From an optimization exercise on the open Yosys and OpenROAD flow, aimed at small area, a short achievable clock period and few clock cycles per item; shortcuts taken in it are not production practice.
No run shown here included a check of the RTL's function; only the layout flow was run.
Power is estimated from default activity; no workload was simulated.

$ cat design/flow/run.sh
#!/bin/bash
# synth_recipe.tcl (not shown) runs the flow's synth.tcl, then flattens the netlist and writes it again
# the make line also repeats each setting of config.mk as NAME=value (left out here)
make -C /OpenROAD-flow-scripts/flow DESIGN_CONFIG=/design/flow/config.mk WORK_HOME=/design/flow/orfs CLKGATE_MAP_FILE= SYNTH_SCRIPT=/design/flow/synth_recipe.tcl finish
$ cat design/flow/config.mk
export PLATFORM = sky130hd
export DESIGN_NAME = jenc_backend
export DESIGN_NICKNAME = jenc_backend
export VERILOG_FILES = /design/flow/design.v
export SDC_FILE = /design/flow/constraint.sdc
export NUM_CORES = 4
export LEC_CHECK = 0
export ABC_AREA = 1
export CAP_MARGIN = 20
export CORE_MARGIN = 2
export CORE_UTILIZATION = 40
export PLACE_DENSITY = 0.6
export SETUP_SLACK_MARGIN = 4
export SLEW_MARGIN = 20
$ cat design/flow/constraint.sdc
create_clock -name core_clock -period 9.5 [get_ports {clk}]
set_input_delay 1.9000 -clock core_clock [delete_from_list [all_inputs] [get_ports {clk}]]
set_output_delay 1.9000 -clock core_clock [all_outputs]
set_load 0.01 [all_outputs]
$ cat design/flow/design.v
module huff_tables (
    input  logic        dc,
    input  logic        chroma,
    input  logic [3:0]  run,
    input  logic [3:0]  size,
    output logic [4:0]  len,
    output logic [15:0] code
);
always_comb begin
    len = 5'd0;
    code = 16'd0;
    case ({dc, chroma, size})
    6'b0_0_0000: if (&run) begin len = 5'd11; code = 16'b1111111100100000; end
        else begin len = 5'd4; code = 16'b1010000000000000; end
    6'b0_0_0001:
        case (run)
        4'd0: begin len = 5'd2; code = 16'b0000000000000000; end
        4'd1: begin len = 5'd4; code = 16'b1100000000000000; end
        4'd2: begin len = 5'd5; code = 16'b1110000000000000; end
        4'd3: begin len = 5'd6; code = 16'b1110100000000000; end
        4'd4: begin len = 5'd6; code = 16'b1110110000000000; end
        4'd5: begin len = 5'd7; code = 16'b1111010000000000; end
        4'd6: begin len = 5'd7; code = 16'b1111011000000000; end
        4'd7: begin len = 5'd8; code = 16'b1111101000000000; end
        4'd8: begin len = 5'd9; code = 16'b1111110000000000; end
        4'd9: begin len = 5'd9; code = 16'b1111110010000000; end
        4'd10: begin len = 5'd9; code = 16'b1111110100000000; end
        4'd11: begin len = 5'd10; code = 16'b1111111001000000; end
        4'd12: begin len = 5'd10; code = 16'b1111111010000000; end
        4'd13: begin len = 5'd11; code = 16'b1111111100000000; end
        4'd14: begin len = 5'd16; code = 16'b1111111111101011; end
        4'd15: begin len = 5'd16; code = 16'b1111111111110101; end
        endcase
    6'b0_0_0010:
        case (run)
        4'd0: begin len = 5'd2; code = 16'b0100000000000000; end
        4'd1: begin len = 5'd5; code = 16'b1101100000000000; end
        4'd2: begin len = 5'd8; code = 16'b1111100100000000; end
        4'd3: begin len = 5'd9; code = 16'b1111101110000000; end
        4'd4: begin len = 5'd10; code = 16'b1111111000000000; end
        4'd5: begin len = 5'd11; code = 16'b1111111011100000; end
        4'd6: begin len = 5'd12; code = 16'b1111111101100000; end
        4'd7: begin len = 5'd12; code = 16'b1111111101110000; end
        4'd8: begin len = 5'd15; code = 16'b1111111110000000; end
        4'd9: begin len = 5'd16; code = 16'b1111111110111110; end
        4'd10: begin len = 5'd16; code = 16'b1111111111000111; end
        4'd11: begin len = 5'd16; code = 16'b1111111111010000; end
        4'd12: begin len = 5'd16; code = 16'b1111111111011001; end
        4'd13: begin len = 5'd16; code = 16'b1111111111100010; end
        4'd14: begin len = 5'd16; code = 16'b1111111111101100; end
        4'd15: begin len = 5'd16; code = 16'b1111111111110110; end
        endcase
    6'b0_0_0011:
        case (run)
        4'd0: begin len = 5'd3; code = 16'b1000000000000000; end
        4'd1: begin len = 5'd7; code = 16'b1111001000000000; end
        4'd2: begin len = 5'd10; code = 16'b1111110111000000; end
        4'd3: begin len = 5'd12; code = 16'b1111111101010000; end
        4'd4: begin len = 5'd16; code = 16'b1111111110010110; end
        4'd5: begin len = 5'd16; code = 16'b1111111110011110; end
        4'd6: begin len = 5'd16; code = 16'b1111111110100110; end
        4'd7: begin len = 5'd16; code = 16'b1111111110101110; end
        4'd8: begin len = 5'd16; code = 16'b1111111110110110; end
        4'd9: begin len = 5'd16; code = 16'b1111111110111111; end
        4'd10: begin len = 5'd16; code = 16'b1111111111001000; end
        4'd11: begin len = 5'd16; code = 16'b1111111111010001; end
        4'd12: begin len = 5'd16; code = 16'b1111111111011010; end
        4'd13: begin len = 5'd16; code = 16'b1111111111100011; end
        4'd14: begin len = 5'd16; code = 16'b1111111111101101; end
        4'd15: begin len = 5'd16; code = 16'b1111111111110111; end
        endcase
    6'b0_0_0100:
        case (run)
        4'd0: begin len = 5'd4; code = 16'b1011000000000000; end
        4'd1: begin len = 5'd9; code = 16'b1111101100000000; end
        4'd2: begin len = 5'd12; code = 16'b1111111101000000; end
        4'd3: begin len = 5'd16; code = 16'b1111111110001111; end
        4'd4: begin len = 5'd16; code = 16'b1111111110010111; end
        4'd5: begin len = 5'd16; code = 16'b1111111110011111; end
        4'd6: begin len = 5'd16; code = 16'b1111111110100111; end
        4'd7: begin len = 5'd16; code = 16'b1111111110101111; end
        4'd8: begin len = 5'd16; code = 16'b1111111110110111; end
        4'd9: begin len = 5'd16; code = 16'b1111111111000000; end
        4'd10: begin len = 5'd16; code = 16'b1111111111001001; end
        4'd11: begin len = 5'd16; code = 16'b1111111111010010; end
        4'd12: begin len = 5'd16; code = 16'b1111111111011011; end
        4'd13: begin len = 5'd16; code = 16'b1111111111100100; end
        4'd14: begin len = 5'd16; code = 16'b1111111111101110; end
        4'd15: begin len = 5'd16; code = 16'b1111111111111000; end
        endcase
    6'b0_0_0101:
        case (run)
        4'd0: begin len = 5'd5; code = 16'b1101000000000000; end
        4'd1: begin len = 5'd11; code = 16'b1111111011000000; end
        4'd2: begin len = 5'd16; code = 16'b1111111110001001; end
        4'd3: begin len = 5'd16; code = 16'b1111111110010000; end
        4'd4: begin len = 5'd16; code = 16'b1111111110011000; end
        4'd5: begin len = 5'd16; code = 16'b1111111110100000; end
        4'd6: begin len = 5'd16; code = 16'b1111111110101000; end
        4'd7: begin len = 5'd16; code = 16'b1111111110110000; end
        4'd8: begin len = 5'd16; code = 16'b1111111110111000; end
        4'd9: begin len = 5'd16; code = 16'b1111111111000001; end
        4'd10: begin len = 5'd16; code = 16'b1111111111001010; end
        4'd11: begin len = 5'd16; code = 16'b1111111111010011; end
        4'd12: begin len = 5'd16; code = 16'b1111111111011100; end
        4'd13: begin len = 5'd16; code = 16'b1111111111100101; end
        4'd14: begin len = 5'd16; code = 16'b1111111111101111; end
        4'd15: begin len = 5'd16; code = 16'b1111111111111001; end
        endcase
    6'b0_0_0110:
        case (run)
        4'd0: begin len = 5'd7; code = 16'b1111000000000000; end
        4'd1: begin len = 5'd16; code = 16'b1111111110000100; end
        4'd2: begin len = 5'd16; code = 16'b1111111110001010; end
        4'd3: begin len = 5'd16; code = 16'b1111111110010001; end
        4'd4: begin len = 5'd16; code = 16'b1111111110011001; end
        4'd5: begin len = 5'd16; code = 16'b1111111110100001; end
        4'd6: begin len = 5'd16; code = 16'b1111111110101001; end
        4'd7: begin len = 5'd16; code = 16'b1111111110110001; end
        4'd8: begin len = 5'd16; code = 16'b1111111110111001; end
        4'd9: begin len = 5'd16; code = 16'b1111111111000010; end
        4'd10: begin len = 5'd16; code = 16'b1111111111001011; end
        4'd11: begin len = 5'd16; code = 16'b1111111111010100; end
        4'd12: begin len = 5'd16; code = 16'b1111111111011101; end
        4'd13: begin len = 5'd16; code = 16'b1111111111100110; end
        4'd14: begin len = 5'd16; code = 16'b1111111111110000; end
        4'd15: begin len = 5'd16; code = 16'b1111111111111010; end
        endcase
    6'b0_0_0111:
        case (run)
        4'd0: begin len = 5'd8; code = 16'b1111100000000000; end
        4'd1: begin len = 5'd16; code = 16'b1111111110000101; end
        4'd2: begin len = 5'd16; code = 16'b1111111110001011; end
        4'd3: begin len = 5'd16; code = 16'b1111111110010010; end
        4'd4: begin len = 5'd16; code = 16'b1111111110011010; end
        4'd5: begin len = 5'd16; code = 16'b1111111110100010; end
        4'd6: begin len = 5'd16; code = 16'b1111111110101010; end
        4'd7: begin len = 5'd16; code = 16'b1111111110110010; end
        4'd8: begin len = 5'd16; code = 16'b1111111110111010; end
        4'd9: begin len = 5'd16; code = 16'b1111111111000011; end
        4'd10: begin len = 5'd16; code = 16'b1111111111001100; end
        4'd11: begin len = 5'd16; code = 16'b1111111111010101; end
        4'd12: begin len = 5'd16; code = 16'b1111111111011110; end
        4'd13: begin len = 5'd16; code = 16'b1111111111100111; end
        4'd14: begin len = 5'd16; code = 16'b1111111111110001; end
        4'd15: begin len = 5'd16; code = 16'b1111111111111011; end
        endcase
    6'b0_0_1000:
        case (run)
        4'd0: begin len = 5'd10; code = 16'b1111110110000000; end
        4'd1: begin len = 5'd16; code = 16'b1111111110000110; end
        4'd2: begin len = 5'd16; code = 16'b1111111110001100; end
        4'd3: begin len = 5'd16; code = 16'b1111111110010011; end
        4'd4: begin len = 5'd16; code = 16'b1111111110011011; end
        4'd5: begin len = 5'd16; code = 16'b1111111110100011; end
        4'd6: begin len = 5'd16; code = 16'b1111111110101011; end
        4'd7: begin len = 5'd16; code = 16'b1111111110110011; end
        4'd8: begin len = 5'd16; code = 16'b1111111110111011; end
        4'd9: begin len = 5'd16; code = 16'b1111111111000100; end
        4'd10: begin len = 5'd16; code = 16'b1111111111001101; end
        4'd11: begin len = 5'd16; code = 16'b1111111111010110; end
        4'd12: begin len = 5'd16; code = 16'b1111111111011111; end
        4'd13: begin len = 5'd16; code = 16'b1111111111101000; end
        4'd14: begin len = 5'd16; code = 16'b1111111111110010; end
        4'd15: begin len = 5'd16; code = 16'b1111111111111100; end
        endcase
    6'b0_0_1001:
        case (run)
        4'd0: begin len = 5'd16; code = 16'b1111111110000010; end
        4'd1: begin len = 5'd16; code = 16'b1111111110000111; end
        4'd2: begin len = 5'd16; code = 16'b1111111110001101; end
        4'd3: begin len = 5'd16; code = 16'b1111111110010100; end
        4'd4: begin len = 5'd16; code = 16'b1111111110011100; end
        4'd5: begin len = 5'd16; code = 16'b1111111110100100; end
        4'd6: begin len = 5'd16; code = 16'b1111111110101100; end
        4'd7: begin len = 5'd16; code = 16'b1111111110110100; end
        4'd8: begin len = 5'd16; code = 16'b1111111110111100; end
        4'd9: begin len = 5'd16; code = 16'b1111111111000101; end
        4'd10: begin len = 5'd16; code = 16'b1111111111001110; end
        4'd11: begin len = 5'd16; code = 16'b1111111111010111; end
        4'd12: begin len = 5'd16; code = 16'b1111111111100000; end
        4'd13: begin len = 5'd16; code = 16'b1111111111101001; end
        4'd14: begin len = 5'd16; code = 16'b1111111111110011; end
        4'd15: begin len = 5'd16; code = 16'b1111111111111101; end
        endcase
    6'b0_0_1010:
        case (run)
        4'd0: begin len = 5'd16; code = 16'b1111111110000011; end
        4'd1: begin len = 5'd16; code = 16'b1111111110001000; end
        4'd2: begin len = 5'd16; code = 16'b1111111110001110; end
        4'd3: begin len = 5'd16; code = 16'b1111111110010101; end
        4'd4: begin len = 5'd16; code = 16'b1111111110011101; end
        4'd5: begin len = 5'd16; code = 16'b1111111110100101; end
        4'd6: begin len = 5'd16; code = 16'b1111111110101101; end
        4'd7: begin len = 5'd16; code = 16'b1111111110110101; end
        4'd8: begin len = 5'd16; code = 16'b1111111110111101; end
        4'd9: begin len = 5'd16; code = 16'b1111111111000110; end
        4'd10: begin len = 5'd16; code = 16'b1111111111001111; end
        4'd11: begin len = 5'd16; code = 16'b1111111111011000; end
        4'd12: begin len = 5'd16; code = 16'b1111111111100001; end
        4'd13: begin len = 5'd16; code = 16'b1111111111101010; end
        4'd14: begin len = 5'd16; code = 16'b1111111111110100; end
        4'd15: begin len = 5'd16; code = 16'b1111111111111110; end
        endcase
    6'b0_1_0000: if (&run) begin len = 5'd10; code = 16'b1111111010000000; end
        else begin len = 5'd2; code = 16'b0000000000000000; end
    6'b0_1_0001:
        case (run)
        4'd0: begin len = 5'd2; code = 16'b0100000000000000; end
        4'd1: begin len = 5'd4; code = 16'b1011000000000000; end
        4'd2: begin len = 5'd5; code = 16'b1101000000000000; end
        4'd3: begin len = 5'd5; code = 16'b1101100000000000; end
        4'd4: begin len = 5'd6; code = 16'b1110100000000000; end
        4'd5: begin len = 5'd6; code = 16'b1110110000000000; end
        4'd6: begin len = 5'd7; code = 16'b1111001000000000; end
        4'd7: begin len = 5'd7; code = 16'b1111010000000000; end
        4'd8: begin len = 5'd8; code = 16'b1111100100000000; end
        4'd9: begin len = 5'd9; code = 16'b1111101110000000; end
        4'd10: begin len = 5'd9; code = 16'b1111110000000000; end
        4'd11: begin len = 5'd9; code = 16'b1111110010000000; end
        4'd12: begin len = 5'd9; code = 16'b1111110100000000; end
        4'd13: begin len = 5'd11; code = 16'b1111111100100000; end
        4'd14: begin len = 5'd14; code = 16'b1111111110000000; end
        4'd15: begin len = 5'd15; code = 16'b1111111110000110; end
        endcase
    6'b0_1_0010:
        case (run)
        4'd0: begin len = 5'd3; code = 16'b1000000000000000; end
        4'd1: begin len = 5'd6; code = 16'b1110010000000000; end
        4'd2: begin len = 5'd8; code = 16'b1111011100000000; end
        4'd3: begin len = 5'd8; code = 16'b1111100000000000; end
        4'd4: begin len = 5'd9; code = 16'b1111101100000000; end
        4'd5: begin len = 5'd10; code = 16'b1111111001000000; end
        4'd6: begin len = 5'd11; code = 16'b1111111011100000; end
        4'd7: begin len = 5'd11; code = 16'b1111111100000000; end
        4'd8: begin len = 5'd16; code = 16'b1111111110110111; end
        4'd9: begin len = 5'd16; code = 16'b1111111111000000; end
        4'd10: begin len = 5'd16; code = 16'b1111111111001001; end
        4'd11: begin len = 5'd16; code = 16'b1111111111010010; end
        4'd12: begin len = 5'd16; code = 16'b1111111111011011; end
        4'd13: begin len = 5'd16; code = 16'b1111111111100100; end
        4'd14: begin len = 5'd16; code = 16'b1111111111101101; end
        4'd15: begin len = 5'd16; code = 16'b1111111111110110; end
        endcase
    6'b0_1_0011:
        case (run)
        4'd0: begin len = 5'd4; code = 16'b1010000000000000; end
        4'd1: begin len = 5'd8; code = 16'b1111011000000000; end
        4'd2: begin len = 5'd10; code = 16'b1111110111000000; end
        4'd3: begin len = 5'd10; code = 16'b1111111000000000; end
        4'd4: begin len = 5'd16; code = 16'b1111111110010111; end
        4'd5: begin len = 5'd16; code = 16'b1111111110011111; end
        4'd6: begin len = 5'd16; code = 16'b1111111110100111; end
        4'd7: begin len = 5'd16; code = 16'b1111111110101111; end
        4'd8: begin len = 5'd16; code = 16'b1111111110111000; end
        4'd9: begin len = 5'd16; code = 16'b1111111111000001; end
        4'd10: begin len = 5'd16; code = 16'b1111111111001010; end
        4'd11: begin len = 5'd16; code = 16'b1111111111010011; end
        4'd12: begin len = 5'd16; code = 16'b1111111111011100; end
        4'd13: begin len = 5'd16; code = 16'b1111111111100101; end
        4'd14: begin len = 5'd16; code = 16'b1111111111101110; end
        4'd15: begin len = 5'd16; code = 16'b1111111111110111; end
        endcase
    6'b0_1_0100:
        case (run)
        4'd0: begin len = 5'd5; code = 16'b1100000000000000; end
        4'd1: begin len = 5'd9; code = 16'b1111101010000000; end
        4'd2: begin len = 5'd12; code = 16'b1111111101100000; end
        4'd3: begin len = 5'd12; code = 16'b1111111101110000; end
        4'd4: begin len = 5'd16; code = 16'b1111111110011000; end
        4'd5: begin len = 5'd16; code = 16'b1111111110100000; end
        4'd6: begin len = 5'd16; code = 16'b1111111110101000; end
        4'd7: begin len = 5'd16; code = 16'b1111111110110000; end
        4'd8: begin len = 5'd16; code = 16'b1111111110111001; end
        4'd9: begin len = 5'd16; code = 16'b1111111111000010; end
        4'd10: begin len = 5'd16; code = 16'b1111111111001011; end
        4'd11: begin len = 5'd16; code = 16'b1111111111010100; end
        4'd12: begin len = 5'd16; code = 16'b1111111111011101; end
        4'd13: begin len = 5'd16; code = 16'b1111111111100110; end
        4'd14: begin len = 5'd16; code = 16'b1111111111101111; end
        4'd15: begin len = 5'd16; code = 16'b1111111111111000; end
        endcase
    6'b0_1_0101:
        case (run)
        4'd0: begin len = 5'd5; code = 16'b1100100000000000; end
        4'd1: begin len = 5'd11; code = 16'b1111111011000000; end
        4'd2: begin len = 5'd15; code = 16'b1111111110000100; end
        4'd3: begin len = 5'd16; code = 16'b1111111110010001; end
        4'd4: begin len = 5'd16; code = 16'b1111111110011001; end
        4'd5: begin len = 5'd16; code = 16'b1111111110100001; end
        4'd6: begin len = 5'd16; code = 16'b1111111110101001; end
        4'd7: begin len = 5'd16; code = 16'b1111111110110001; end
        4'd8: begin len = 5'd16; code = 16'b1111111110111010; end
        4'd9: begin len = 5'd16; code = 16'b1111111111000011; end
        4'd10: begin len = 5'd16; code = 16'b1111111111001100; end
        4'd11: begin len = 5'd16; code = 16'b1111111111010101; end
        4'd12: begin len = 5'd16; code = 16'b1111111111011110; end
        4'd13: begin len = 5'd16; code = 16'b1111111111100111; end
        4'd14: begin len = 5'd16; code = 16'b1111111111110000; end
        4'd15: begin len = 5'd16; code = 16'b1111111111111001; end
        endcase
    6'b0_1_0110:
        case (run)
        4'd0: begin len = 5'd6; code = 16'b1110000000000000; end
        4'd1: begin len = 5'd12; code = 16'b1111111101010000; end
        4'd2: begin len = 5'd16; code = 16'b1111111110001100; end
        4'd3: begin len = 5'd16; code = 16'b1111111110010010; end
        4'd4: begin len = 5'd16; code = 16'b1111111110011010; end
        4'd5: begin len = 5'd16; code = 16'b1111111110100010; end
        4'd6: begin len = 5'd16; code = 16'b1111111110101010; end
        4'd7: begin len = 5'd16; code = 16'b1111111110110010; end
        4'd8: begin len = 5'd16; code = 16'b1111111110111011; end
        4'd9: begin len = 5'd16; code = 16'b1111111111000100; end
        4'd10: begin len = 5'd16; code = 16'b1111111111001101; end
        4'd11: begin len = 5'd16; code = 16'b1111111111010110; end
        4'd12: begin len = 5'd16; code = 16'b1111111111011111; end
        4'd13: begin len = 5'd16; code = 16'b1111111111101000; end
        4'd14: begin len = 5'd16; code = 16'b1111111111110001; end
        4'd15: begin len = 5'd16; code = 16'b1111111111111010; end
        endcase
    6'b0_1_0111:
        case (run)
        4'd0: begin len = 5'd7; code = 16'b1111000000000000; end
        4'd1: begin len = 5'd16; code = 16'b1111111110001000; end
        4'd2: begin len = 5'd16; code = 16'b1111111110001101; end
        4'd3: begin len = 5'd16; code = 16'b1111111110010011; end
        4'd4: begin len = 5'd16; code = 16'b1111111110011011; end
        4'd5: begin len = 5'd16; code = 16'b1111111110100011; end
        4'd6: begin len = 5'd16; code = 16'b1111111110101011; end
        4'd7: begin len = 5'd16; code = 16'b1111111110110011; end
        4'd8: begin len = 5'd16; code = 16'b1111111110111100; end
        4'd9: begin len = 5'd16; code = 16'b1111111111000101; end
        4'd10: begin len = 5'd16; code = 16'b1111111111001110; end
        4'd11: begin len = 5'd16; code = 16'b1111111111010111; end
        4'd12: begin len = 5'd16; code = 16'b1111111111100000; end
        4'd13: begin len = 5'd16; code = 16'b1111111111101001; end
        4'd14: begin len = 5'd16; code = 16'b1111111111110010; end
        4'd15: begin len = 5'd16; code = 16'b1111111111111011; end
        endcase
    6'b0_1_1000:
        case (run)
        4'd0: begin len = 5'd9; code = 16'b1111101000000000; end
        4'd1: begin len = 5'd16; code = 16'b1111111110001001; end
        4'd2: begin len = 5'd16; code = 16'b1111111110001110; end
        4'd3: begin len = 5'd16; code = 16'b1111111110010100; end
        4'd4: begin len = 5'd16; code = 16'b1111111110011100; end
        4'd5: begin len = 5'd16; code = 16'b1111111110100100; end
        4'd6: begin len = 5'd16; code = 16'b1111111110101100; end
        4'd7: begin len = 5'd16; code = 16'b1111111110110100; end
        4'd8: begin len = 5'd16; code = 16'b1111111110111101; end
        4'd9: begin len = 5'd16; code = 16'b1111111111000110; end
        4'd10: begin len = 5'd16; code = 16'b1111111111001111; end
        4'd11: begin len = 5'd16; code = 16'b1111111111011000; end
        4'd12: begin len = 5'd16; code = 16'b1111111111100001; end
        4'd13: begin len = 5'd16; code = 16'b1111111111101010; end
        4'd14: begin len = 5'd16; code = 16'b1111111111110011; end
        4'd15: begin len = 5'd16; code = 16'b1111111111111100; end
        endcase
    6'b0_1_1001:
        case (run)
        4'd0: begin len = 5'd10; code = 16'b1111110110000000; end
        4'd1: begin len = 5'd16; code = 16'b1111111110001010; end
        4'd2: begin len = 5'd16; code = 16'b1111111110001111; end
        4'd3: begin len = 5'd16; code = 16'b1111111110010101; end
        4'd4: begin len = 5'd16; code = 16'b1111111110011101; end
        4'd5: begin len = 5'd16; code = 16'b1111111110100101; end
        4'd6: begin len = 5'd16; code = 16'b1111111110101101; end
        4'd7: begin len = 5'd16; code = 16'b1111111110110101; end
        4'd8: begin len = 5'd16; code = 16'b1111111110111110; end
        4'd9: begin len = 5'd16; code = 16'b1111111111000111; end
        4'd10: begin len = 5'd16; code = 16'b1111111111010000; end
        4'd11: begin len = 5'd16; code = 16'b1111111111011001; end
        4'd12: begin len = 5'd16; code = 16'b1111111111100010; end
        4'd13: begin len = 5'd16; code = 16'b1111111111101011; end
        4'd14: begin len = 5'd16; code = 16'b1111111111110100; end
        4'd15: begin len = 5'd16; code = 16'b1111111111111101; end
        endcase
    6'b0_1_1010:
        case (run)
        4'd0: begin len = 5'd12; code = 16'b1111111101000000; end
        4'd1: begin len = 5'd16; code = 16'b1111111110001011; end
        4'd2: begin len = 5'd16; code = 16'b1111111110010000; end
        4'd3: begin len = 5'd16; code = 16'b1111111110010110; end
        4'd4: begin len = 5'd16; code = 16'b1111111110011110; end
        4'd5: begin len = 5'd16; code = 16'b1111111110100110; end
        4'd6: begin len = 5'd16; code = 16'b1111111110101110; end
        4'd7: begin len = 5'd16; code = 16'b1111111110110110; end
        4'd8: begin len = 5'd16; code = 16'b1111111110111111; end
        4'd9: begin len = 5'd16; code = 16'b1111111111001000; end
        4'd10: begin len = 5'd16; code = 16'b1111111111010001; end
        4'd11: begin len = 5'd16; code = 16'b1111111111011010; end
        4'd12: begin len = 5'd16; code = 16'b1111111111100011; end
        4'd13: begin len = 5'd16; code = 16'b1111111111101100; end
        4'd14: begin len = 5'd16; code = 16'b1111111111110101; end
        4'd15: begin len = 5'd16; code = 16'b1111111111111110; end
        endcase
    6'b1_0_0000: begin len = 5'd2; code = 16'b0000000000000000; end
    6'b1_0_0001: begin len = 5'd3; code = 16'b0100000000000000; end
    6'b1_0_0010: begin len = 5'd3; code = 16'b0110000000000000; end
    6'b1_0_0011: begin len = 5'd3; code = 16'b1000000000000000; end
    6'b1_0_0100: begin len = 5'd3; code = 16'b1010000000000000; end
    6'b1_0_0101: begin len = 5'd3; code = 16'b1100000000000000; end
    6'b1_0_0110: begin len = 5'd4; code = 16'b1110000000000000; end
    6'b1_0_0111: begin len = 5'd5; code = 16'b1111000000000000; end
    6'b1_0_1000: begin len = 5'd6; code = 16'b1111100000000000; end
    6'b1_0_1001: begin len = 5'd7; code = 16'b1111110000000000; end
    6'b1_0_1010: begin len = 5'd8; code = 16'b1111111000000000; end
    6'b1_0_1011: begin len = 5'd9; code = 16'b1111111100000000; end
    6'b1_1_0000: begin len = 5'd2; code = 16'b0000000000000000; end
    6'b1_1_0001: begin len = 5'd2; code = 16'b0100000000000000; end
    6'b1_1_0010: begin len = 5'd2; code = 16'b1000000000000000; end
    6'b1_1_0011: begin len = 5'd3; code = 16'b1100000000000000; end
    6'b1_1_0100: begin len = 5'd4; code = 16'b1110000000000000; end
    6'b1_1_0101: begin len = 5'd5; code = 16'b1111000000000000; end
    6'b1_1_0110: begin len = 5'd6; code = 16'b1111100000000000; end
    6'b1_1_0111: begin len = 5'd7; code = 16'b1111110000000000; end
    6'b1_1_1000: begin len = 5'd8; code = 16'b1111111000000000; end
    6'b1_1_1001: begin len = 5'd9; code = 16'b1111111100000000; end
    6'b1_1_1010: begin len = 5'd10; code = 16'b1111111110000000; end
    6'b1_1_1011: begin len = 5'd11; code = 16'b1111111111000000; end
    default: ;
    endcase
end
endmodule
module entropy #(
    parameter int DEPTH = 4                 
) (
    input  logic signed [10:0]  q0,
    input  logic signed [10:0]  q1,
    input  logic                q_valid,
    output logic                q_hold,
    input  logic [4:0]          q_cnt,
    input  logic [1:0]          q_chroma,
    input  logic                q_last_mcu,
    output logic [25:0]         out_chunk,      
    output logic [4:0]          out_len,        
    output logic                out_last,       
    output logic                out_valid,
    input  logic                out_take,       
    input  logic                clk,
    input  logic                resetn
);
localparam int AW = 2;                   
typedef struct packed {
    logic               last;
    logic               dc;
    logic [1:0]         chroma;
    logic [1:0]         zrl;
    logic [3:0]         run;
    logic [10:0]        val;
} entry_t;
logic [5:0]     run_r;            
logic           take;
logic           is_dc, is_end, nz0, nz1;
logic           e0, e1;
logic [5:0]     run1;
entry_t         ent0, ent1;
always_comb begin
    take   = q_valid & ~q_hold;
    is_dc  = q_cnt == 5'd0;
    is_end = &q_cnt;
    nz0    = |q0;
    nz1    = |q1;
    e0     = is_dc | nz0;
    e1     = is_end | nz1;
    run1   = e0 ? 6'd0 : run_r + 6'd1;
    ent0.last   = 1'b0;
    ent0.dc     = is_dc;
    ent0.chroma = q_chroma;
    ent0.zrl    = is_dc ? 2'd0 : run_r[5:4];
    ent0.run    = is_dc ? 4'd0 : run_r[3:0];
    ent0.val    = q0;
    ent1.last   = is_end & q_last_mcu;
    ent1.dc     = 1'b0;
    ent1.chroma = q_chroma;
    ent1.zrl    = nz1 ? run1[5:4] : 2'd0;       
    ent1.run    = nz1 ? run1[3:0] : 4'd0;
    ent1.val    = q1;
end
always_ff @(posedge clk)
    if (take)
        run_r <= nz1 ? 6'd0 : run1 + 6'd1;
logic [DEPTH-1:0][20:0] mem;      
logic [AW-1:0]  wp, rp;
logic [AW:0]    cnt, cnt_next;
logic [AW:0]    cnt_c [4];
logic [3:0]     hold_c;
logic           push1, push2;
logic           hold_next;
logic           pop;
entry_t         first;
entry_t         head;
always_comb begin
    first    = e0 ? ent0 : ent1;
    head     = mem[rp];
    push1    = take & (e0 ^ e1);
    push2    = take & e0 & e1;
    for (int j = 0; j < 4; j++) begin
        cnt_c[j]  = cnt + (AW+1)'(j) - (AW+1)'(1);
        hold_c[j] = cnt_c[j] > (AW+1)'(DEPTH - 2);
    end
    case ({push2, push1, pop})
        3'b000: begin cnt_next = cnt_c[1]; hold_next = hold_c[1]; end
        3'b001: begin cnt_next = cnt_c[0]; hold_next = hold_c[0]; end
        3'b010: begin cnt_next = cnt_c[2]; hold_next = hold_c[2]; end
        3'b011: begin cnt_next = cnt_c[1]; hold_next = hold_c[1]; end
        3'b100: begin cnt_next = cnt_c[3]; hold_next = hold_c[3]; end
        default: begin cnt_next = cnt_c[2]; hold_next = hold_c[2]; end
    endcase
end
always_ff @(posedge clk) begin
    for (int i = 0; i < DEPTH; i++) begin
        if (take & wp == AW'(i))
            mem[i] <= first;
        else if (take & wp + AW'(1) == AW'(i))
            mem[i] <= ent1;
    end
end
always_ff @(posedge clk)
    if (!resetn) begin
        wp     <= '0;
        rp     <= '0;
        cnt    <= '0;
        q_hold <= 1'b0;
    end else begin
        if (push2)
            wp <= wp + AW'(2);
        else if (push1)
            wp <= wp + AW'(1);
        rp     <= rp + AW'(pop);
        cnt    <= cnt_next;
        q_hold <= hold_next;
    end
function automatic [11:0] sub12(input logic [11:0] a, input logic [11:0] b);
    logic [6:0] lo;
    logic [5:0] hi0, hi1;
    lo  = {1'b0, a[5:0]} + {1'b0, ~b[5:0]} + 7'd1;
    hi0 = a[11:6] + ~b[11:6];
    hi1 = a[11:6] + ~b[11:6] + 6'd1;
    sub12 = {lo[6] ? hi1 : hi0, lo[5:0]};
endfunction
logic signed [10:0] pred0, pred1, pred2;    
logic [1:0]         zc;           
logic               s_valid, s_ready;
logic               s_dc, s_chroma, s_last, s_zrl, s_neg;
logic [3:0]         s_run;
logic [10:0]        s_mag;
logic               h_valid, h_zrl;
logic signed [11:0] v, vn;
logic signed [10:0] p;
logic               c_ready;
always_comb begin
    h_valid = cnt != '0;
    h_zrl   = head.zrl != zc;
    case (head.dc ? head.chroma : 2'd3)
        2'd0: p = pred0;
        2'd1: p = pred1;
        2'd2: p = pred2;
        default: p = 11'sd0;
    endcase
    v       = sub12({head.val[10], head.val}, {p[10], p});
    vn      = sub12({p[10], p}, {head.val[10], head.val});
    s_ready = ~s_valid | c_ready;
    pop     = h_valid & s_ready & ~h_zrl;
end
always_ff @(posedge clk)
    if (!resetn) begin
        s_valid <= 1'b0;
        zc      <= 2'd0;
        pred0   <= '0;
        pred1   <= '0;
        pred2   <= '0;
    end else if (s_ready) begin
        s_valid <= h_valid;
        if (h_valid) begin
            if (h_zrl)
                zc <= zc + 2'd1;
            else begin
                zc <= 2'd0;
                if (head.last) begin
                    pred0 <= '0;
                    pred1 <= '0;
                    pred2 <= '0;
                end else if (head.dc)
                    case (head.chroma)
                        2'd0: pred0 <= head.val;
                        2'd1: pred1 <= head.val;
                        default: pred2 <= head.val;
                    endcase
            end
        end
    end
always_ff @(posedge clk)
    if (s_ready & h_valid) begin
        s_dc     <= head.dc;
        s_chroma <= |head.chroma;
        s_last   <= head.last & ~h_zrl;
        s_zrl    <= h_zrl;
        s_run    <= head.run;
        s_neg    <= v[11];
        s_mag    <= h_zrl ? 11'h0 : (v[11] ? vn[10:0] : v[10:0]);
    end
function automatic [3:0] bit_length(input logic [10:0] m);
    bit_length = 0;
    for (int k = 0; k < 11; k++)
        if (m[k])
            bit_length = 4'(k + 1);
endfunction
logic [3:0]     size, a_run;
logic [10:0]    norm, top, amp_l;
logic [4:0]     code_len;
logic [15:0]    code;
always_comb begin
    size  = bit_length(s_mag);
    norm  = s_mag << (4'd11 - size);
    top   = ~(11'h7ff >> size);
    amp_l = s_neg ? norm ^ top : norm;
    a_run = s_zrl ? 4'hf : s_run;
end
huff_tables ht (
    .dc     (s_dc),
    .chroma (s_chroma),
    .run    (a_run),
    .size   (size),
    .len    (code_len),
    .code   (code)
);
always_comb c_ready = ~out_valid | out_take;
always_ff @(posedge clk)
    if (!resetn)
        out_valid <= 1'b0;
    else if (c_ready)
        out_valid <= s_valid;
always_ff @(posedge clk)
    if (c_ready & s_valid) begin
        out_chunk <= {code, 10'h0} | ({amp_l, 15'h0} >> code_len);
        out_len   <= code_len + 5'(size);
        out_last  <= s_last;
    end
endmodule
module byte_pack #(
    parameter int W = 33                    
) (
    input  logic [25:0]         chunk,          
    input  logic [4:0]          chunk_len,
    input  logic                chunk_last,
    input  logic                chunk_valid,
    output logic                chunk_take,
    output logic [31:0]         out_data,
    output logic                out_tlast,
    output logic                out_valid,
    input  logic                out_hold,
    input  logic                clk,
    input  logic                resetn
);
localparam int NW = 6;                   
logic [W-1:0]   acc;             
logic [NW-1:0]  n;               
logic           flush;           
logic           stuffp;          
logic [1:0]     k;               
logic [NW-4:0]  full;
logic           part;
logic [1:0]     avail;           
logic [15:0]    pad, tb;
logic [7:0]     b0, b1;
logic           ff0, ff1;
always_comb begin
    full  = n[NW-1:3];
    part  = flush & (n[2:0] != 3'd0);
    avail = (full >= 2) ? 2'd2 : 2'(full) + 2'(part);
    if (avail > 2'd2) avail = 2'd2;
    pad   = (flush && n < NW'(16)) ? (16'hffff >> n[3:0]) : 16'h0;
    tb    = acc[W-1 -: 16] | pad;
    b0    = tb[15:8];
    b1    = tb[7:0];
    ff0   = &b0;
    ff1   = &b1;
end
logic [1:0]     e;               
logic [1:0]     d;               
logic [7:0]     x0, x1;
logic           stuffp_n;
logic           one;             
always_comb begin
    one = &k;
    x0 = 8'h00; x1 = 8'h00; e = 2'd0; d = 2'd0; stuffp_n = 1'b0;
    if (out_valid) begin
        stuffp_n = stuffp;
    end else if (stuffp) begin
        x0 = 8'h00;
        if (avail != 2'd0 && !one) begin
            x1 = b0; e = 2'd2; d = 2'd1; stuffp_n = ff0;
        end else begin
            e = 2'd1;
        end
    end else if (avail != 2'd0) begin
        x0 = b0;
        if (ff0 & one) begin
            e = 2'd1; d = 2'd1; stuffp_n = 1'b1;
        end else if (ff0) begin
            x1 = 8'h00; e = 2'd2; d = 2'd1;
        end else if (avail == 2'd2 && !one) begin
            x1 = b1; e = 2'd2; d = 2'd2; stuffp_n = ff1;
        end else begin
            e = 2'd1; d = 2'd1;
        end
    end
end
logic [NW-1:0]  n_d;
logic [2:0]     t;
logic           done, push, go;
logic [31:0]    word;
always_comb begin
    case (d)
        2'd0: n_d = n;
        2'd1: n_d = (n > NW'(8))  ? n - NW'(8)  : '0;
        default: n_d = (n > NW'(16)) ? n - NW'(16) : '0;
    endcase
    t     = {1'b0, k} + {1'b0, e};
    done  = flush & (n_d == '0) & ~stuffp_n;
    push  = (t >= 3'd4) | (done & (t != 3'd0));
    go    = 1'b1;
    word  = out_data;
    case (k)
        2'd0: word[31:16] = {x0, x1};
        2'd1: word[23:8]  = {x0, x1};
        2'd2: word[15:0]  = {x0, x1};
        default: word[7:0] = x0;
    endcase
    if (push & (t < 3'd4)) begin
        if (t <= 3'd1) word[23:16] = 8'hff;
        if (t <= 3'd2) word[15:8]  = 8'hff;
        if (t <= 3'd3) word[7:0]   = 8'hff;
    end
end
logic [W+7:0]   ext, ext_d, ins;
logic           fit;
logic [NW:0]    nl;
logic [NW-1:0]  n_new;
logic           fit0, fit1, dge1;
logic [NW-1:0]  nl0, nl1, nl2;
always_comb begin
    nl    = (NW+1)'(n) + (NW+1)'(chunk_len);
    fit0  = nl <= (NW+1)'(W);
    fit1  = nl <= (NW+1)'(W + 8);
    dge1  = ~out_valid & (avail != 2'd0) & ~(stuffp & one);
    nl0   = NW'(nl);
    nl1   = NW'(nl - (NW+1)'(8));
    nl2   = NW'(nl - (NW+1)'(16));
    fit   = fit0 | (dge1 & fit1);
    chunk_take = chunk_valid & ~flush & go & fit;
    ins   = {chunk, (W-18)'(0)} >> n;
    ext   = {acc, 8'h0} | (chunk_take ? ins : '0);
    case (go ? d : 2'd0)
        2'd0: ext_d = ext;
        2'd1: ext_d = ext << 8;
        default: ext_d = ext << 16;
    endcase
    if (chunk_take)
        case (d)
            2'd0: n_new = nl0;
            2'd1: n_new = nl1;
            default: n_new = nl2;
        endcase
    else
        n_new = n_d;
end
always_ff @(posedge clk)
    if (!resetn) begin
        acc       <= '0;
        n         <= '0;
        flush     <= 1'b0;
        stuffp    <= 1'b0;
        k         <= 2'd0;
        out_valid <= 1'b0;
    end else begin
        if (out_valid & ~out_hold)
            out_valid <= 1'b0;
        if (go) begin
            acc    <= ext_d[W+7 -: W];
            n      <= n_new;
            stuffp <= stuffp_n;
            if (chunk_take & chunk_last)
                flush <= 1'b1;
            else if (done & (t <= 3'd4))
                flush <= 1'b0;
            if (push) begin
                out_valid <= 1'b1;
                k         <= 2'd0;
            end else
                k         <= t[1:0];
        end
    end
always_ff @(posedge clk)
    if (e != 2'd0) begin
        out_data  <= word;
        out_tlast <= done;
    end
endmodule
module jenc_backend (
    input  logic               clk,
    input  logic               resetn,
    input  logic signed [10:0] q0,
    input  logic signed [10:0] q1,
    input  logic               q_valid,
    output logic               q_hold,
    input  logic [4:0]         q_cnt,
    input  logic [1:0]         q_chroma,
    input  logic               q_last_mcu,
    output logic [31:0]        out_data,
    output logic               out_tlast,
    output logic               out_valid,
    input  logic               out_hold
);
logic [25:0]    chunk;
logic [4:0]     chunk_len;
logic           chunk_last;
logic           chunk_valid;
logic           chunk_take;
entropy entropy (
    .q0             (q0),
    .q1             (q1),
    .q_valid        (q_valid),
    .q_hold         (q_hold),
    .q_cnt          (q_cnt),
    .q_chroma       (q_chroma),
    .q_last_mcu     (q_last_mcu),
    .out_chunk      (chunk),
    .out_len        (chunk_len),
    .out_last       (chunk_last),
    .out_valid      (chunk_valid),
    .out_take       (chunk_take),
    .clk            (clk),
    .resetn         (resetn)
);
byte_pack byte_pack (
    .chunk          (chunk),
    .chunk_len      (chunk_len),
    .chunk_last     (chunk_last),
    .chunk_valid    (chunk_valid),
    .chunk_take     (chunk_take),
    .out_data       (out_data),
    .out_tlast      (out_tlast),
    .out_valid      (out_valid),
    .out_hold       (out_hold),
    .clk            (clk),
    .resetn         (resetn)
);
endmodule
==> results of run 1 <==
-- cell type report --
cell class,count,area [um2]
fill,5231,28260
multi-input combinational,2218,11650
sequential,264,7037
inverter,378,1430
clock buffer,41,870.8
timing repair buffer,93,863.3
tap,680,850.8
clock inverter,15,127.6
antenna,1,2.502
-- repair_timing --
action / CTS / global route
endpoints found under the hold margin: 0 / 0
gates cloned: 0 / 1
resized for setup: 1 / 9
endpoints found under the setup margin: 1 / 32
pin swaps: 0 / 1
-- kinds of logic after synthesis --
kind of cell	Yosys count
buf+inv	500
compound gates	681
xor+xnor	26
fa+ha+maj	91
mux	19
simple gates	1400
flops	264
-- through the flow --
| step | area [um2] | setup WS, ns | instances | hold slack [ns] | util, % |
|---|---|---|---|---|---|
| 6_report | 22840 | 4.365 | 3690 | 0.4488 | 44.69 |
| 2_1_floorplan | 20570 | 5.004 | 2981 | 0.4003 | - |
| 3_3_place_gp | 21780 | 4.111 | 3632 | 0.4053 | 42.63 |
| 5_1_grt | 22830 | 4.074 | 3689 | 0.4590 | 44.69 |
| 4_1_cts | 22780 | 4.057 | 3688 | 0.4577 | 44.59 |
| 3_5_place_dp | 21780 | 4.000 | 3632 | 0.4205 | 42.63 |
-- state kept, by name, indices dropped and copies added, names as in the netlist, 2 cells and up --
| name | flops |
|---|---|
| entropy.pred1 | 11 |
| entropy.s_run | 4 |
| entropy.run_r | 6 |
| entropy.mem | 84 |
| entropy.wp | 2 |
| entropy.rp | 2 |
| entropy.pred2 | 11 |
| byte_pack.n | 6 |
| entropy.zc | 2 |
| entropy.cnt | 3 |
| entropy.out_chunk | 26 |
| byte_pack.acc | 33 |
| byte_pack.k | 2 |
| entropy.pred0 | 11 |
| byte_pack.out_data | 32 |
| entropy.out_len | 5 |
| entropy.s_mag | 11 |
-- cells in the mapped netlist, types with 8 or more instances --
| library cell | count |
|---|---|
| sky130_fd_sc_hd__nor3_1 | 64 |
| sky130_fd_sc_hd__a21oi_1 | 155 |
| sky130_fd_sc_hd__o211ai_1 | 15 |
| sky130_fd_sc_hd__nor4_1 | 17 |
| sky130_fd_sc_hd__o221ai_1 | 11 |
| sky130_fd_sc_hd__o2111ai_1 | 8 |
| sky130_fd_sc_hd__o21bai_1 | 8 |
| sky130_fd_sc_hd__nand3_1 | 213 |
| sky130_fd_sc_hd__inv_1 | 359 |
| sky130_fd_sc_hd__nand4_1 | 32 |
| sky130_fd_sc_hd__inv_2 | 13 |
| sky130_fd_sc_hd__a31oi_1 | 11 |
| sky130_fd_sc_hd__buf_2 | 12 |
| sky130_fd_sc_hd__mux2i_1 | 19 |
| sky130_fd_sc_hd__a22oi_1 | 15 |
| sky130_fd_sc_hd__edfxtp_1 | 175 |
| sky130_fd_sc_hd__a211oi_1 | 22 |
| sky130_fd_sc_hd__o21a_1 | 8 |
| sky130_fd_sc_hd__buf_1 | 14 |
| sky130_fd_sc_hd__nor2_1 | 326 |
| sky130_fd_sc_hd__nor2_2 | 13 |
| sky130_fd_sc_hd__a32oi_1 | 14 |
| sky130_fd_sc_hd__o21ai_0 | 297 |
| sky130_fd_sc_hd__nand2_1 | 686 |
| sky130_fd_sc_hd__dfxtp_1 | 89 |
| sky130_fd_sc_hd__a221oi_1 | 11 |
| sky130_fd_sc_hd__nand2_2 | 9 |
| sky130_fd_sc_hd__o22ai_1 | 54 |
| sky130_fd_sc_hd__xor2_1 | 17 |
| sky130_fd_sc_hd__ha_1 | 84 |
| sky130_fd_sc_hd__xnor2_1 | 9 |
| sky130_fd_sc_hd__o21ai_1 | 12 |
| sky130_fd_sc_hd__clkbuf_1 | 88 |
-- power by group through the flow --
stage               clock [uW]  combinational, uW  sequential [uW]
global route              1220               6770             2110
finish                    1160               6140             2070
floorplan                    0               4220             2020
CTS                       1180               5950             2070
detailed placement           0               5930             2090
global placement             0               5930             2080
-- worst max-delay path: cells and delay by family (launching register included) --
family	cells	cell delay (ns)
adders and majority gates	1	0.38
and+or+nand+nor	11	3.37
AOI/OAI and AO/OA	1	0.14
DFF	1	0.43
buffers and inverters	3	0.52
-- final timing paths --
path,end,slack (ns)
min,entropy.out_last$_DFFE_PP_,0.45
max reg2reg,entropy.out_chunk[9]$_DFFE_PP_,4.36
min reg2reg,entropy.out_last$_DFFE_PP_,0.45
max,entropy.out_chunk[9]$_DFFE_PP_,4.36
-- per-layer routing --
layer | up-vias | wire length (um) | GRT usage (%)
met3 | 213 | 6916 | 4.558
met2 | 1219 | 32290 | 42.10
li1 | 10130 | - | -
met4 | 0 | 3339 | 11.17
met1 | 10020 | 29960 | 35.43
met5 | - | 0 | 0
==> flow_metrics.py, run 1 <==
metrics = {
    "run_status": {
        "status": "no timing/DRC/antenna violations",
    },
    "min_path": {
        "hold_path_startpoint": "entropy.s_last$_DFFE_PN_",
        "worst_hold_path_type": "flop to flop",
        "worstHoldPathCells": 0,
    },
    "drt": {
        "via_per_inst": 5.848,
        "routed_wl_um": 72500,
        "drt-initial-drc-count": 2524,
        "wl_per_cell_um": 19.65,
        "drtAntennaViolNets": 0,
        "remaining_drc_errors": 0,
        "routed-via-count": 21580,
        "detailedRoute.firstPassIterationCount": 9,
    },
    "clock_tree": {
        "cts-root-buf": "sky130_fd_sc_hd__clkbuf_16",
        "cts.sink_count": 264,
        "postCtsSetupRepairBufs": 0,
        "tritoncts_buffers": 30,
        "cts_tree": "built",
        "ctsHoldBuffers": 0,
        "clk-insertion-delay-late_ns": 0.59,
        "worst_setup_hold_path_clk_slew_ns": 0.06,
        "htreeDepth": 1,
        "clock_path_buffers": 3,
    },
    "critical_path": {
        "worst_setup_path_startpoint": "entropy.s_mag[10]$_SDFFCE_PP0N_",
        "path_common_cell": "sky130_fd_sc_hd__nand3_1",
        "worst_r2r_path_depth": 16,
        "setup.worst_path.end_class": "flop",
        "critical_path.cell_chain": "nor2_1 -> nand2_1 -> nor2_2 -> inv_1 -> ha_1 -> nand3_1 -> nor2_1 -> buf_4 -> nand2_1 -> o211ai_1 -> nor3_1 -> nand3b_1 -> nor2_4 -> nand3_1 -> nand3_1 -> inv_1",
        "slowest_delay_ns": 0.64,
        "worst-endpoint-required_ns": 9.83,
        "crit_fanout": 16,
        "timing.critical_path.arrival_ns": 5.46,
        "timing_worst_setup_path_type": "flop to flop",
        "r2r-start": "entropy.s_mag[10]$_SDFFCE_PP0N_",
        "worst_setup_path_start_kind": "flop",
        "critPathSlowestCell": "sky130_fd_sc_hd__nand3b_1",
    },
    "pwr": {
        "leakage_power_total_uw": 0.01024,
        "internal_power_uw": 4254,
        "total_switching_power_uw": 5112,
        "worst_ir_drop_vdd_uv": 179.0,
        "share_clk_of_total_power_pct": 12.3,
        "total_power_uw": 9366,
        "powerDensity_nw_per_um2": 410.1,
        "power_frac_comb_pct": 65.6,
        "switching_share_pct": 54.58,
        "sequential_cell_fraction_of_total_power_pct": 22.1,
    },
    "die": {
        "die_y_extent_um": 230.8,
        "fp-row-count": 83,
        "floorplan.initialDensity_pct": 40.25,
        "total_i_o_pin_count": 69,
        "die_width_um": 230.8,
        "dieArea_um2": 53250,
        "core_area_um2": 51090,
    },
    "yosys": {
        "synthesis.area_um2": 20570,
        "synth_top_area_cell": "sky130_fd_sc_hd__edfxtp_1",
        "synth_simple_gate_area_share_pct": 29.29,
        "synth_edf_count": 175,
        "post-synth-top-area-fraction_pct": 25.55,
        "yosys.area_share.xor_xnor_pct": 1.107,
        "synth_mux_area_share_pct": 0.9247,
        "synth.area.top_cells": "sky130_fd_sc_hd__edfxtp_1 (26%), sky130_fd_sc_hd__nand2_1 (13%), sky130_fd_sc_hd__dfxtp_1 (8.7%)",
        "post_synth_num_cell_types": 68,
        "yosys_register_bits": 264,
        "post_synth_inst_count": 2981,
        "synth_fp_nets": 3106,
        "post_synth.cell_area_avg_um2": 6.899,
        "async_reset_ff_share_pct": 0,
        "largest_family_of_logic_cells_by_synthesized_area": "simple AND/OR/NAND/NOR gates",
        "synth_compound_gate_area_share_pct": 19.30,
        "synth_fa_ha_area_share_pct": 5.791,
        "synth-main-ff-cell": "sky130_fd_sc_hd__edfxtp_1",
        "yosys_warnings": 4,
        "synth_seq_area_share_pct": 34.21,
    },
    "timing": {
        "worst_pin_slew_ns": 1.179,
        "rsz_0062_raised_after_global_routing": "no",
        "slew_viol_final": 0,
        "hold_viol_final": 0,
        "fmax_ghz": 0.1947,
        "slew_headroom_pct": 19.39,
        "finalSetupViolCount": 0,
        "layout_min_cycle_time_ns": 5.135,
        "period_share_pct": 54.06,
        "timing.clock.skew_ns": 0.02828,
        "setup_total_negative_slack_ns": 0,
    },
    "placed_design": {
        "place_congestion": 1.091,
        "input_output_buffers": 68,
        "dp_hpwl_um": 54820,
    },
    "grt": {
        "antenna_found_initial": 0,
        "grt_start_max_net_pins": 61,
        "grt.total_usage_pct": 26.44,
        "number_of_global_route_vias_before_repair": 19990,
        "grt_pass1_wl_um": 112300,
        "globalRouteOverflowTotal": 0,
    },
    "layout": {
        "area_growth_syn_to_layout_pct": 11.03,
        "mostFrequentLayoutCell": "sky130_fd_sc_hd__nand2_1",
        "mostFrequentLayoutCells": "sky130_fd_sc_hd__nand2_1 (684), sky130_fd_sc_hd__inv_1 (358), sky130_fd_sc_hd__nor2_1 (322)",
        "fin_nets": 3110,
        "final_layout_size_suffix_gt1_share_pct": 5.085,
    },
    "flow_run": {
        "number_of_max_capacitance_violations_reported": 0,
    },
}
==> inputs of run 2 (changes only) <==
--- a/design/flow/config.mk
+++ b/design/flow/config.mk
@@ -8,7 +8,9 @@
 export ABC_AREA = 1
 export CAP_MARGIN = 20
 export CORE_MARGIN = 2
-export CORE_UTILIZATION = 40
-export PLACE_DENSITY = 0.6
+export CORE_UTILIZATION = 55
+export CTS_CLUSTER_DIAMETER = 100
+export CTS_CLUSTER_SIZE = 20
+export PLACE_DENSITY = 0.7
 export SETUP_SLACK_MARGIN = 4
 export SLEW_MARGIN = 20
==> run 2 against run 1 <==
Net effect:
- still clean on timing, DRC and antenna
- core utilization increased by 15 points
- critical path depth is 1 lower
- fmax fell by 4.7%
- count of clock-buffer cells in the layout decreased by 14
- synthesized area unchanged
- cell area fell by 3.5%
- via count rose by 0.73%
- clock skew about the same
- die area down 27%
- register-to-register slack worse by 0.25 ns
- non-clock buffer count down 3
- largest power group unchanged
- highest routed layer unchanged
==> flow_metrics.py, run 2 <==
metrics = {
    "clock_tree": {
        "cts.sink_count": 264,
        "postCtsSetupRepairBufs": 0,
        "cts-root-buf": "sky130_fd_sc_hd__clkbuf_16",
        "clk-insertion-delay-late_ns": 0.53,
        "htreeDepth": 1,
        "ctsHoldBuffers": 0,
        "tritoncts_buffers": 17,
        "worst_setup_hold_path_clk_slew_ns": 0.08,
        "cts_tree": "built",
        "clock_path_buffers": 3,
    },
    "yosys": {
        "post_synth_inst_count": 2981,
        "async_reset_ff_share_pct": 0,
        "synth.area.top_cells": "sky130_fd_sc_hd__edfxtp_1 (26%), sky130_fd_sc_hd__nand2_1 (13%), sky130_fd_sc_hd__dfxtp_1 (8.7%)",
        "synth_edf_count": 175,
        "synth-main-ff-cell": "sky130_fd_sc_hd__edfxtp_1",
        "synth_top_area_cell": "sky130_fd_sc_hd__edfxtp_1",
        "yosys.cell_count.top_type": "sky130_fd_sc_hd__nand2_1",
        "post_synth_num_cell_types": 68,
        "yosys-top-cells-count": "sky130_fd_sc_hd__nand2_1 (686), sky130_fd_sc_hd__inv_1 (359), sky130_fd_sc_hd__nor2_1 (326), sky130_fd_sc_hd__o21ai_0 (297), sky130_fd_sc_hd__nand3_1 (213)",
        "synth_seq_area_share_pct": 34.21,
        "post_synth.cell_area_avg_um2": 6.899,
        "synthesis.area_um2": 20570,
        "post-synth-top-area-fraction_pct": 25.55,
        "yosys_register_bits": 264,
        "yosys_warnings": 4,
        "synth_fp_nets": 3106,
    },
    "drt": {
        "drtAntennaViolNets": 0,
        "drt-initial-drc-count": 3004,
        "remaining_drc_errors": 0,
        "via_per_inst": 6.306,
        "detailedRoute.firstPassIterationCount": 8,
        "routed_wl_um": 72830,
        "wl_per_cell_um": 21.13,
        "routed-via-count": 21740,
    },
    "grt": {
        "globalRouteOverflowTotal": 0,
        "grt_start_max_net_pins": 61,
        "number_of_global_route_vias_before_repair": 19980,
        "grt_pass1_wl_um": 111900,
        "antenna_found_initial": 0,
        "grt.total_usage_pct": 36.77,
    },
    "layout": {
        "final_layout_size_suffix_gt1_share_pct": 4.028,
        "registers_with_the_most_flip_flops": "entropy.mem x84, byte_pack.acc x33, byte_pack.out_data x32",
        "area_growth_syn_to_layout_pct": 7.136,
        "diode_count": 0,
        "mostFrequentLayoutCells": "sky130_fd_sc_hd__nand2_1 (685), sky130_fd_sc_hd__inv_1 (358), sky130_fd_sc_hd__nor2_1 (323)",
        "number_of_flip_flops_in_the_largest_register": 84,
        "mostFrequentLayoutCell": "sky130_fd_sc_hd__nand2_1",
        "registers.top_by_ff_count": "entropy.mem",
        "fin_nets": 3093,
    },
    "pwr": {
        "power_frac_comb_pct": 68.4,
        "share_clk_of_total_power_pct": 8.3,
        "total_power_uw": 8985,
        "sequential_cell_fraction_of_total_power_pct": 23.3,
        "switching_share_pct": 56.19,
        "powerDensity_nw_per_um2": 407.8,
        "leakage_power_total_uw": 0.009969,
        "internal_power_uw": 3936,
        "total_switching_power_uw": 5048,
        "worst_ir_drop_vdd_uv": 201.9,
    },
    "min_path": {
        "worst_hold_path_type": "flop to flop",
        "worstHoldPathCells": 0,
    },
    "critical_path": {
        "timing.critical_path.arrival_ns": 5.72,
        "worst_setup_path_start_kind": "flop",
        "worst-endpoint-required_ns": 9.83,
        "crit_fanout": 52,
        "worst_r2r_path_depth": 15,
        "setup.worst_path.end_class": "flop",
        "timing_worst_setup_path_type": "flop to flop",
    },
    "die": {
        "core_area_um2": 36700,
        "die_y_extent_um": 197.4,
        "fp-row-count": 70,
        "total_i_o_pin_count": 69,
        "floorplan.initialDensity_pct": 56.05,
        "dieArea_um2": 38960,
        "die_width_um": 197.4,
    },
    "timing": {
        "worst_pin_slew_ns": 1.058,
        "period_share_pct": 56.72,
        "holdWs_ns": 0.4428,
        "timing.clock.skew_ns": 0.02826,
        "finalSetupViolCount": 0,
        "layout_min_cycle_time_ns": 5.388,
        "setup_total_negative_slack_ns": 0,
        "slew_headroom_pct": 29.20,
        "setup_ws_ns": 4.112,
        "slew_viol_final": 0,
        "hold_viol_final": 0,
        "rsz_0062_raised_after_global_routing": "yes",
        "fmax_ghz": 0.1856,
    },
    "run_status": {
        "status": "no timing/DRC/antenna violations",
    },
    "placed_design": {
        "pre_cts_ws_ns": 3.961,
        "dp_hpwl_um": 54370,
        "input_output_buffers": 68,
        "place_congestion": 1.045,
    },
    "flow_run": {
        "number_of_max_capacitance_violations_reported": 0,
    },
}
run 2: kinds of logic (layout without fill, tap and decap cells):
group	count (synthesis)	count (layout)	share of synthesized area [%]
and+or+nand+nor	1400	1400	29.29
DFF	264	264	34.21
xor gates and xnor gates	26	26	1.107
adders and majority gates	91	91	5.791
AOI/OAI and AO/OA	681	681	19.30
muxes	19	19	0.9247
buffers and inverters	500	498	9.381
run 2: final cells by class:
type / count / area [um2]
inverter: 378 / 1430
clock buffer: 27 / 462.9
tap: 468 / 585.6
fill: 3410 / 14660
timing repair buffer: 90 / 872.1
multi-input combinational: 2217 / 11610
clock inverter: 3 / 30.03
sequential: 264 / 7039
run 2: stage by stage:
step,cell area (um2),cells,utilization [%]
3_3_place_gp,21480,3415,58.52
6_report,22030,3447,60.04
5_1_grt,22030,3447,60.04
2_1_floorplan,20570,2981,-
4_1_cts,21970,3445,59.87
3_5_place_dp,21480,3415,58.52
run 2: path summary, 6_finish.rpt:
path	from	to	slack, ns
max	entropy.s_run[3]$_DFFE_PN_	entropy.out_len[3]$_DFFE_PP_	4.11
min	entropy.s_last$_DFFE_PN_	entropy.out_last$_DFFE_PP_	0.44
max reg2reg	entropy.s_run[3]$_DFFE_PN_	entropy.out_len[3]$_DFFE_PP_	4.11
min reg2reg	entropy.s_last$_DFFE_PN_	entropy.out_last$_DFFE_PP_	0.44
run 2: power by group through the flow:
| stage | clock network (uW) | logic (uW) | registers (uW) |
|---|---|---|---|
| after floorplan | 0 | 4220 | 2020 |
| after global placement | 0 | 5810 | 2090 |
| after detailed placement | 0 | 5910 | 2100 |
| after CTS | 745 | 5940 | 2080 |
| after global routing | 782 | 6750 | 2120 |
| final | 743 | 6150 | 2090 |
run 2: repair_timing:
item	in CTS	in global routing
setup endpoints to repair	1	113
gates resized for setup	1	7
cloned	0	0
run 2: critical path: stages, from the launching register on:
cell	delay [ns]
sky130_fd_sc_hd__edfxtp_1	0.68
sky130_fd_sc_hd__nor2_4	0.16
sky130_fd_sc_hd__buf_4	0.49
sky130_fd_sc_hd__clkinv_1	0.45
sky130_fd_sc_hd__buf_4	0.35
sky130_fd_sc_hd__nor2_1	0.15
sky130_fd_sc_hd__inv_1	0.23
sky130_fd_sc_hd__nor2_1	0.69
sky130_fd_sc_hd__inv_1	0.19
sky130_fd_sc_hd__o22ai_1	0.17
sky130_fd_sc_hd__nor2_1	0.09
sky130_fd_sc_hd__nand4_1	0.55
sky130_fd_sc_hd__ha_1	0.42
sky130_fd_sc_hd__a21oi_1	0.17
sky130_fd_sc_hd__nand2_1	0.08
sky130_fd_sc_hd__xor2_1	0.25
run 2: routing by layer:
| metal | GRT usage [%] | up-vias | part of all wire (%) |
|---|---|---|---|
| met5 | 0 | - | 0 |
| met3 | 5.498 | 233 | 10 |
| met4 | 14.84 | 0 | 4.6 |
| met2 | 59.08 | 1378 | 45 |
| met1 | 49.86 | 10040 | 40 |
| li1 | - | 10080 | - |
==> inputs of run 3 (changes only) <==
--- a/design/flow/design.v
+++ b/design/flow/design.v
@@ -481,7 +481,12 @@
     if (take)
         run_r <= nz1 ? 6'd0 : run1 + 6'd1;
 logic [DEPTH-1:0][20:0] mem;      
-logic [AW-1:0]  wp, rp;
+logic [DEPTH-1:0] wp, rp;         
+function automatic [20:0] rd_mux(input logic [DEPTH-1:0][20:0] m, input logic [DEPTH-1:0] sel);
+    rd_mux = '0;
+    for (int i = 0; i < DEPTH; i++)
+        rd_mux = rd_mux | (m[i] & {21{sel[i]}});
+endfunction
 logic [AW:0]    cnt, cnt_next;
 logic [AW:0]    cnt_c [4];
 logic [3:0]     hold_c;
@@ -492,7 +497,7 @@
 entry_t         head;
 always_comb begin
     first    = e0 ? ent0 : ent1;
-    head     = mem[rp];
+    head     = rd_mux(mem, rp);
     push1    = take & (e0 ^ e1);
     push2    = take & e0 & e1;
     for (int j = 0; j < 4; j++) begin
@@ -510,24 +515,25 @@
 end
 always_ff @(posedge clk) begin
     for (int i = 0; i < DEPTH; i++) begin
-        if (take & wp == AW'(i))
+        if (take & wp[i])
             mem[i] <= first;
-        else if (take & wp + AW'(1) == AW'(i))
+        else if (take & wp[(i + DEPTH - 1) % DEPTH])
             mem[i] <= ent1;
     end
 end
 always_ff @(posedge clk)
     if (!resetn) begin
-        wp     <= '0;
-        rp     <= '0;
+        wp     <= DEPTH'(1);
+        rp     <= DEPTH'(1);
         cnt    <= '0;
         q_hold <= 1'b0;
     end else begin
         if (push2)
-            wp <= wp + AW'(2);
+            wp <= {wp[DEPTH-3:0], wp[DEPTH-1:DEPTH-2]};
         else if (push1)
-            wp <= wp + AW'(1);
-        rp     <= rp + AW'(pop);
+            wp <= {wp[DEPTH-2:0], wp[DEPTH-1]};
+        if (pop)
+            rp <= {rp[DEPTH-2:0], rp[DEPTH-1]};
         cnt    <= cnt_next;
         q_hold <= hold_next;
     end
==> run 3 against run 2 <==
Net effect:
- still clean on timing, DRC and antenna
- setup slack gained 0.30 ns
- sequential cell count grew 4
- sequential power is 4% higher
- critical path type unchanged
- critical endpoint is now entropy.out_len[4]$_DFFE_PP_
- largest cell class unchanged
==> flow_metrics.py, run 3 <==
metrics = {
    "yosys": {
        "synth_top_area_cell": "sky130_fd_sc_hd__edfxtp_1",
        "post_synth_inst_count": 3015,
        "post_synth_num_cell_types": 68,
        "synth_seq_area_share_pct": 34.25,
        "synth_fa_ha_area_share_pct": 5.612,
        "synth_fp_nets": 3138,
        "async_reset_ff_share_pct": 0,
        "post_synth.cell_area_avg_um2": 6.892,
        "synth_edf_count": 175,
        "yosys.cell_count.top_type": "sky130_fd_sc_hd__nand2_1",
        "yosys.area_share.xor_xnor_pct": 1.012,
        "synth_mux_area_share_pct": 0.8189,
        "synth-main-ff-cell": "sky130_fd_sc_hd__edfxtp_1",
        "synth_compound_gate_area_share_pct": 18.29,
        "yosys_register_bits": 268,
        "synth_simple_gate_area_share_pct": 30.73,
        "yosys_warnings": 4,
        "synth.area.top_cells": "sky130_fd_sc_hd__edfxtp_1 (25%), sky130_fd_sc_hd__nand2_1 (13%), sky130_fd_sc_hd__dfxtp_1 (9.0%)",
    },
    "clock_tree": {
        "ctsHoldBuffers": 0,
        "postCtsSetupRepairBufs": 0,
        "cts.sink_count": 268,
        "clock_path_buffers": 3,
        "cts-root-buf": "sky130_fd_sc_hd__clkbuf_16",
        "cts_tree": "built",
        "htreeDepth": 1,
        "tritoncts_buffers": 17,
        "clk-insertion-delay-late_ns": 0.51,
        "worst_setup_hold_path_clk_slew_ns": 0.09,
    },
    "placed_design": {
        "placed_cells": 3488,
        "dp_hpwl_um": 52760,
        "pre_cts_ws_ns": 4.306,
        "place_congestion": 1.118,
        "input_output_buffers": 68,
    },
    "layout": {
        "area_growth_syn_to_layout_pct": 6.979,
        "fill_cells": 3502,
        "fin_nets": 3120,
        "final_layout_size_suffix_gt1_share_pct": 4.456,
        "diode_count": 0,
        "mostFrequentLayoutCells": "sky130_fd_sc_hd__nand2_1 (713), sky130_fd_sc_hd__nor2_1 (350), sky130_fd_sc_hd__inv_1 (342)",
        "stdcell_count": 3518,
        "mostFrequentLayoutCell": "sky130_fd_sc_hd__nand2_1",
        "registers.top_by_ff_count": "entropy.mem",
        "number_of_flip_flops_in_the_largest_register": 84,
    },
    "drt": {
        "routed-wl-met2_um": 32610,
        "drt-met1-wl_um": 28090,
        "via_per_inst": 6.218,
        "detailedRoute.firstPassIterationCount": 10,
        "drtAntennaViolNets": 0,
        "drt-initial-drc-count": 2646,
        "routed_wl_um": 71870,
        "remaining_drc_errors": 0,
        "route.met3.wl_um": 6967,
        "wl_per_cell_um": 20.43,
        "highest-signal-layer": "met4",
    },
    "critical_path": {
        "crit_fanout": 16,
        "crit_path_end": "entropy.out_len[4]$_DFFE_PP_",
        "slowest_delay_ns": 0.50,
        "regToRegEndpoint": "entropy.out_len[4]$_DFFE_PP_",
        "r2r-start": "entropy.s_mag[10]$_SDFFCE_PP0N_",
        "path_depth": 19,
        "path_common_cell": "sky130_fd_sc_hd__nand2_1",
        "critical_path_buf_inv_count": 2,
        "worst-endpoint-required_ns": 9.76,
        "timing_worst_setup_path_type": "flop to flop",
        "timing.critical_path.arrival_ns": 5.35,
        "critPathSlowestCell": "sky130_fd_sc_hd__nor2_1",
        "worst_r2r_path_depth": 19,
        "worst_setup_path_startpoint": "entropy.s_mag[10]$_SDFFCE_PP0N_",
        "critical_path.cell_chain": "nor2_1 -> nand2_1 -> nor2_1 -> inv_1 -> ha_1 -> nand4_1 -> nor2_1 -> nand2_1 -> inv_2 -> nor2_1 -> nand2_1 -> nor2_2 -> nand3_1 -> ha_1 -> fa_1 -> nand2_1 -> nand2_1 -> a21oi_1 -> xnor2_1",
        "ff2ff_setup_slack_ns": 4.41,
        "setup.worst_path.end_class": "flop",
        "worst_setup_path_start_kind": "flop",
    },
    "pwr": {
        "sequential_cell_fraction_of_total_power_pct": 23.1,
        "switching_share_pct": 56.05,
        "total_switching_power_uw": 5299,
        "powerDensity_nw_per_um2": 425.3,
        "leakage_power_total_uw": 0.01000,
        "share_clk_of_total_power_pct": 7.9,
    },
    "timing": {
        "timing.clock.skew_ns": 0.02773,
        "rsz_0062_raised_after_global_routing": "no",
        "slew_viol_final": 0,
        "worst_pin_slew_ns": 1.095,
        "finalSetupViolCount": 0,
        "fmax_ghz": 0.1966,
        "period_share_pct": 53.55,
        "slew_headroom_pct": 26.75,
        "setup_ws_ns": 4.413,
        "setup_total_negative_slack_ns": 0,
        "layout_min_cycle_time_ns": 5.087,
    },
    "grt": {
        "grt_pass1_wl_um": 111300,
        "number_of_global_route_vias_before_repair": 20180,
        "grt_start_max_net_pins": 66,
        "globalRouteOverflowTotal": 0,
        "antenna_found_initial": 0,
        "grt.total_usage_pct": 36.08,
    },
    "die": {
        "dieArea_um2": 39350,
        "die_y_extent_um": 198.4,
        "core_area_um2": 37400,
        "floorplan.initialDensity_pct": 55.56,
        "fp-row-count": 71,
    },
    "flow_run": {
        "number_of_max_capacitance_violations_reported": 0,
    },
    "run_status": {
        "status": "no timing/DRC/antenna violations",
    },
}
[run 3: layout make-up]
cell class                 instances  area, um2  area share (%)
tap                              511      639.4           2.876
timing repair inverter             1      5.005         0.02251
timing repair buffer              86      807.0           3.631
clock buffer                      28      476.7           2.145
sequential                       268       7121           32.03
inverter                         370       1403           6.310
clock inverter                     1      11.26         0.05066
multi-input combinational       2253      11770           52.93
[run 3: how the worst min path moves through the flow]
stage	start	to	slack, ns	cells past startpoint
floorplan	entropy.s_last$_DFFE_PN_	entropy.out_last$_DFFE_PP_	0.40	0
global placement	entropy.s_last$_DFFE_PN_	entropy.out_last$_DFFE_PP_	0.41	0
detailed placement	entropy.s_last$_DFFE_PN_	entropy.out_last$_DFFE_PP_	0.40	0
CTS	entropy.s_last$_DFFE_PN_	entropy.out_last$_DFFE_PP_	0.41	0
global route	entropy.s_last$_DFFE_PN_	entropy.out_last$_DFFE_PP_	0.41	0
finish	entropy.s_last$_DFFE_PN_	entropy.out_last$_DFFE_PP_	0.41	0
[run 3: power by group through the flow]
stage	combinational [uW]	sequential, uW	clock, uW
3_3_place_gp	6150	2180	0
5_1_grt	7190	2220	787
4_1_cts	6270	2170	748
3_5_place_dp	6240	2190	0
2_1_floorplan	4530	2110	0
6_report	6530	2180	742
[run 3: layer usage]
layer | up-vias | GRT usage (%)
li1 | 10150 | -
met1 | 10050 | 46.59
met2 | 1370 | 58.84
met3 | 309 | 6.358
met4 | 0 | 16.90
met5 | - | 0
[run 3: through the flow]
step | area, um2 | utilization (%) | hold slack, ns | total power (uW)
final | 22230 | 59.44 | 0.4050 | 9453
after floorplan | 20780 | - | 0.4003 | 6645
after CTS | 22190 | 59.32 | 0.4066 | 9185
after global routing | 22230 | 59.44 | 0.4142 | 10200
after global placement | 21690 | 58.00 | 0.4054 | 8334
after detailed placement | 21700 | 58.01 | 0.4045 | 8431
[run 3: worst reg2reg max path, delay by kind of cell (launching register included)]
kind                     cells  cell delay, ns
adder cells (fa/ha/maj)      3            1.34
AO/OA/AOI/OAI                1            0.15
flip-flops                   1            0.43
AND/OR/NAND/NOR             12            2.47
XOR/XNOR                     1            0.09
buffers and inverters        2            0.38
[run 3: kinds of logic after synthesis]
family | count (synthesis)
mux | 17
simple gates | 1473
xor+xnor | 24
flops | 268
fa+ha+maj | 89
compound gates | 650
buf+inv | 494
